From an optimization exercise on the open Yosys and OpenROAD flow, aimed at small area and a short achievable clock period; shortcuts taken in it are not production practice. No functional check of the RTL was part of any run shown here. Power figures rest on the tool's default switching activity, not on a simulated workload.

## flow/design.v (module list and top-level ports; edited modules follow where they fit)
// module MAC: 3809 lines
module MAC(
	clk,
	rst_n,
	in_valid,
	in_mode,
	in_act,
	in_wgt,
	out_act_idx,
	out_wgt_idx,
	out_idx,
	out_valid,
	out_data,
	out_finish
);
  // ...
==> flow/flow/run.sh <==
#!/bin/bash
# Layout flow: the standard flow, except that synthesis skips Yosys's early
# "abc -fast" pass (SYNTH_ARGS=-noabc), so the full adders the RTL spells out
# map to full-adder cells without inverters between them. The registers keep
# the standard synthesis's instance names and cell types: the standard
# synthesis is run first for reference, and if the two differ in anything but
# the names, its netlist is used unchanged. Ports are buffered with buf_2 rather
# than the delay cell buffer_ports picks by default. Each step logs to a file here.
set -u
RES=$PWD/orfs/results/$FLOW_PLATFORM/MAC/base

bash standard.sh synth > 1_synth_standard.log 2>&1 || exit 1
cp "$RES/1_2_yosys.v" standard_netlist.v

bash standard.sh clean_synth > 1_clean.log 2>&1
if SYNTH_ARGS=-noabc bash standard.sh "$RES/1_2_yosys.v" > 1_synth_noabc.log 2>&1 &&
   python3 flow/match_regs.py standard_netlist.v "$RES/1_2_yosys.v" > 1_match_regs.log 2>&1; then
  echo "using the netlist synthesized without the early ABC pass" >> 1_match_regs.log
else
  echo "falling back to the standard netlist" >> 1_match_regs.log
  bash standard.sh clean_synth >> 1_clean.log 2>&1
  bash standard.sh synth > 1_synth_standard2.log 2>&1 || exit 1
fi

export BUFFER_PORTS_ARGS="-buffer_cell sky130_fd_sc_hd__buf_2"
bash standard.sh > 2_layout.log 2>&1
==> flow/flow/match_regs.py <==
#!/usr/bin/env python3
"""Give the registers of a netlist the instance names of a reference netlist.

usage: match_regs.py REF.v NET.v

Both netlists come from the same RTL; register instance names have the form
<register bit>$<Yosys flip-flop type>, and the type part can differ between two
syntheses (an enable or reset absorbed with the other polarity). Each register
of NET.v is renamed to the reference register with the same register bit. NET.v
is rewritten only if both hold the same register bits in the same cell types;
otherwise the script exits with status 1 and leaves NET.v alone.
"""
import re
import sys

INST = re.compile(r'^(\s*)(sky130_fd_sc_hd__\w+)(\s+)(\S+)(\s*\()')
SEQ = re.compile(r'sky130_fd_sc_hd__(df|edf|sdf|dl)')


def regs(lines):
    found = {}
    for k, line in enumerate(lines):
        m = INST.match(line)
        if not m or not SEQ.match(m.group(2)):
            continue
        name = m.group(4)
        plain = name[1:] if name.startswith('\\') else name
        cut = plain.rfind('$_')
        base = plain[:cut] if cut >= 0 else plain
        if base in found:
            raise SystemExit(f"two registers share the bit name {base}")
        found[base] = (m.group(2), name, k)
    return found


def main():
    ref_lines = open(sys.argv[1]).read().split('\n')
    net_lines = open(sys.argv[2]).read().split('\n')
    ref, net = regs(ref_lines), regs(net_lines)
    if set(ref) != set(net):
        print("register bits differ:", sorted(set(ref) ^ set(net))[:20])
        return 1
    bad = [b for b in ref if ref[b][0] != net[b][0]]
    if bad:
        print("cell types differ:", [(b, ref[b][0], net[b][0]) for b in bad[:20]])
        return 1
    renamed = 0
    for b, (cell, name, k) in net.items():
        new = ref[b][1]
        if new != name:
            m = INST.match(net_lines[k])
            net_lines[k] = m.group(1) + cell + m.group(3) + new + \
                (' ' if new.startswith('\\') and not m.group(5).startswith(' ') else '') + \
                m.group(5) + net_lines[k][m.end():]
            renamed += 1
    open(sys.argv[2], 'w').write('\n'.join(net_lines))
    print(f"{len(net)} registers, {renamed} renamed")
    return 0


if __name__ == '__main__':
    sys.exit(main())
==> flow/standard.sh <==
#!/bin/bash
# synth_recipe.tcl (not shown) runs the flow's synth.tcl, then flattens the netlist and writes it again
# the make line also repeats each setting of config.mk as NAME=value (left out here)
make -C /OpenROAD-flow-scripts/flow DESIGN_CONFIG=/design/flow/config.mk WORK_HOME=/design/flow/orfs CLKGATE_MAP_FILE= SYNTH_SCRIPT=/design/flow/synth_recipe.tcl "${@:-finish}"
==> flow/config.mk <==
export PLATFORM = sky130hd
export DESIGN_NAME = MAC
export DESIGN_NICKNAME = MAC
export VERILOG_FILES = /design/flow/design.v
export SDC_FILE = /design/flow/constraint.sdc
export NUM_CORES = 4
export LEC_CHECK = 0
export CAP_MARGIN = 20
export CORE_MARGIN = 2
export CORE_UTILIZATION = 40
export CTS_CLUSTER_DIAMETER = 150
export CTS_CLUSTER_SIZE = 20
export SETUP_SLACK_MARGIN = 4.0
export SLEW_MARGIN = 20
==> flow/constraint.sdc <==
create_clock -name core_clock -period 8.4 [get_ports {clk}]
set_input_delay 1.6800 -clock core_clock [delete_from_list [all_inputs] [get_ports {clk}]]
set_output_delay 1.6800 -clock core_clock [all_outputs]
set_load 0.01 [all_outputs]
==> impl_metrics.yaml, run 1 <==
run_status:
  outcome: "complete, no violations"
pwr:
  p_clk_frac: 0.086
  comb_power_share: 0.687
  power_leader: "combinational cells"
  p_comb_mw: 12.1
  p_leak_nw: 20.8
  power_density_nw_per_um2: 381
die:
  std_cell_rows: 119
  die_h_um: 330
  fp.dieW_um: 330
detailed_routing:
  dr.pass1.iters: 6
  wl_met3_mm: 20.3
  wirelength_mm: 145
  vias: 28800
grt:
  grt_pass1_vias: 31300
  busiest_layer: "met2"
yosys:
  synth_fa_ha_area_frac: 0.495
  synth_mux_area_frac: 0.000560
  synth_area_um2: 42500
  synth_top_family_by_area: "adder cells"
final_layout:
  multi_input_area_share: 0.611
  antennaDiodeCount: 5
  num-clock-buffers: 49
clocking:
  hold_buffers: 0
  clockBufferDepth: 3
setup_path:
  start_kind: "flip-flop"
timing:
  max_freq_mhz: 230
  fin_ws_ns: 4.05
run:
  drv_cap: 0
==> run 2, diff against run 1 <==
--- a/flow/config.mk
+++ b/flow/config.mk
@@ -12,3 +12,3 @@
 export CTS_CLUSTER_SIZE = 20
-export SETUP_SLACK_MARGIN = 4.0
+export SETUP_SLACK_MARGIN = 4.2
 export SLEW_MARGIN = 20
==> run 2 against run 1 <==
Still clean on timing, DRC and antenna. Maximum frequency rose by 4.5%. Sequential cell count unchanged. Setup slack better by 0.19 ns. Synthesized cell count unchanged. Design area grew 4.2%. Worst hold slack better by 0.0023 ns. Wire length rose by 2.8%. Largest power group unchanged. Highest routed layer unchanged.
==> impl_metrics.yaml, run 2 <==
grt:
  grt_pass1_vias: 31300
  grt-ovfl-total: 0
  grt_pass1_wl_mm: 213
  grt_use_total: 0.276
  antenna_found_initial: 7
  grt_max_degree: 82
clocking:
  cts.sinks: 488
  cts_inserted_buffers: 28
  cts_tree: "done"
  insertion_delay_ns: 0.64
  clockBufferDepth: 3
  clk_pin_slew_worst_paths_ns: 0.09
  hold_buffers: 0
  cts_max_level: 1
  root_buffer: "clkbuf_16"
final_layout:
  most-common-layout-cells: "nor2_1, fa_1, edfxtp_1"
  final_core_util: 0.459
  stdcell_area_um2: 48300
  drive_above_1_share: 0.186
  layout_commonest_cell: "nor2_1"
  nets: 4966
  area_growth_pct: 13.8
timing:
  finalCritPeriodShare: 0.496
  fin_ws_ns: 4.23
  setup_violations: 0
  maxSlewViolCount: 0
  tns_ns: 0
  post-route-min-period_ns: 4.17
  worst_slew_pin_slew_ns: 1.34
  relSlewSlack: 0.108
  hold_ws_ns: 0.482
  max_freq_mhz: 240
  rsz0062_at_grt: "yes"
  finalHoldViolations: 0
  fin_skew_ns: 0.0191
setup_path:
  worstSetupPathType: "reg -> reg"
  r2r_setup_slack_ns: 4.23
  critPathMaxFanout: 7
  r2r-start: "wh[5]$_DFFE_PP_"
  crit_arrival_ns: 4.68
  slowest_stage: "fa_2"
  cp-endpoint: "ry5[6]$_DFF_P_"
  crit_chain: "buf_4 > clkbuf_16 > nor2_4 > fa_1 > fa_2 > fa_2 > fa_1 > fa_2 > fa_2 > fa_1"
  startpoint: "wh[5]$_DFFE_PP_"
  start_kind: "flip-flop"
  worstReg2RegEnd: "ry5[6]$_DFF_P_"
  cpMostUsedCell: "fa_2"
  cp.required_ns: 8.91
  ff2ff_path_depth: 10
  cp-end-kind: "flip-flop"
  critical_path.max_stage_delay_ns: 0.55
pwr:
  comb_power_share: 0.695
  p_switching_mw: 7.98
  p_leak_nw: 21.3
  seqPwrFrac: 0.221
  internal-power_mw: 9.96
  p_clk_frac: 0.084
  power_density_nw_per_um2: 371
  peakVddDrop_v: 0.000369
  switching_share: 0.445
yosys:
  synth_area_leaders: "fa_1, edfxtp_1, nor2_1"
  yosys.area.top_type: "fa_1"
  synth_area_um2: 42500
  synthTopCellsByCount: "nor2_1, fa_1, edfxtp_1, dfxtp_1, a21oi_1"
  yosysTopAreaCellShare: 0.467
  ys_seq_elements: 488
  synth_edf_count: 288
  synth_area_per_cell_um2: 11.9
  synthFlopType: "edfxtp_1"
  seq_area_frac_synth: 0.299
  async_flop_share: 0.0246
  synth_cells: 3585
  synth.most_common_cell: "nor2_1"
  ys_types: 49
  yosys_warnings: 1
die:
  dieArea_um2: 109000
  initial_utilization: 0.404
  ioPinCount: 182
  std_cell_rows: 119
  fp.dieW_um: 330
  die_h_um: 330
  core_um2: 105000
detailed_routing:
  vias_per_cell: 5.64
  drt_iter0_markers: 3537
  dr.pass1.iters: 6
  vias: 29500
  wirelength_mm: 149
  antenna_left: 0
  post-route-drc-count: 0
  wl_per_cell_um: 28.5
placed_design:
  place_area_um2: 44600
  dp_slack_ns: 3.63
  io_buffers: 173
  dp.final_hpwl_mm: 109
  place.gp.congestion: 0.946
hold_path:
  hold_path_class: "reg -> reg"
  hp-start: "cs$_DFFE_PN0P_"
run:
  drv_cap: 0
run_status:
  outcome: "complete, no violations"
run 2: cell counts after synthesis:
No cell type changed its count.
run 2: stage by stage:
step	cells	total power [mW]
2_1_floorplan	3592	12.5
3_3_place_gp	4996	16.1
3_5_place_dp	4997	16.3
4_1_cts	5155	18.1
5_1_grt	5221	20.3
6_report	5226	17.9
run 2: final cells by class:
cell class / instances / area [um2]
clock buffers: 50 / 805
clock inverters: 2 / 17.5
flip-flops and latches: 488 / 12800
well taps: 1391 / 1740
repair buffers: 386 / 3390
diodes: 5 / 12.5
fillers: 9532 / 56900
multi-input cells: 2745 / 29000
inverters: 159 / 597
run 2: worst min-delay path by stage:
stage,end,slack [ns],cells past startpoint
final,cs$_DFFE_PN0P_,0.48,1
after global routing,cs$_DFFE_PN0P_,0.51,1
after detailed placement,cs$_DFFE_PN0P_,0.47,1
after global placement,cs$_DFFE_PN0P_,0.46,1
after CTS,cs$_DFFE_PN0P_,0.49,1
after floorplan,cs$_DFFE_PN0P_,0.44,1
run 2: cell families (layout without fill, tap and decap cells):
family | after synthesis | count (layout) | synth area share
adder cells (fa/ha/maj) | 1086 | 1086 | 0.495
XOR/XNOR | 35 | 35 | 0.00722
flip-flops | 488 | 488 | 0.299
AO/OA/AOI/OAI | 312 | 312 | 0.0440
AND/OR/NAND/NOR | 1302 | 1302 | 0.118
multiplexers | 2 | 2 | 0.000559
buffers and inverters | 359 | 597 | 0.0353
other | 1 | 13 | 0.0000883
run 2: power groups by stage:
| stage | combinational [mW] | sequential (mW) | clock, mW |
|---|---|---|---|
| 5_1_grt | 14.6 | 4.01 | 1.60 |
| 6_report | 12.5 | 3.97 | 1.51 |
| 3_5_place_dp | 12.2 | 4.18 | 0 |
| 3_3_place_gp | 11.9 | 4.19 | 0 |
| 4_1_cts | 12.6 | 3.97 | 1.53 |
| 2_1_floorplan | 8.71 | 3.81 | 0 |
run 2: worst max-delay path, delay by kind of cell (launching register included):
| kind | cells | cell delay [ns] |
|---|---|---|
| fa+ha+maj | 7 | 3.11 |
| buf+inv | 2 | 0.37 |
| flops | 1 | 0.43 |
| simple gates | 1 | 0.12 |
run 2: repair_timing:
item	CTS	global route
resized for setup	75	263
endpoints found under the setup margin	97	54
setup buffers	106	64
pin swaps	3	52
gates cloned	0	2
run 2: per-layer routing:
layer	track usage	routed length (um)	vias to the layer above
li1	-	-	11700
met1	0.365	53500	15300
met2	0.415	66300	2090
met3	0.0914	21000	396
met4	0.122	7970	8
met5	0	46	-

==> static timing again, ports no longer ideal <==
No port has a modelled driver above. Below, the same layouts with a new extraction and two added sets of constraints.
Step 1 sets driving cells, clkbuf_16 on the clock port and buf_2 on the other inputs (assumed; they add their load-dependent delay and slew).
Step 2 also shifts input and output timing later by t, the mid clock arrival at the registers, as if the neighbouring blocks saw the same clock.
Three values: ideal ports, drivers, drivers and shift; two values: the first two.
run	t (ns)	setup WS [ns]	slew at the worst register clock pin (ns)
run 1	0.720	4.046 / 4.046 / 4.046	0.11 / 0.11
run 2	0.710	4.232 / 4.232 / 4.232	0.10 / 0.10
After both steps setup and hold are still met in every run listed.
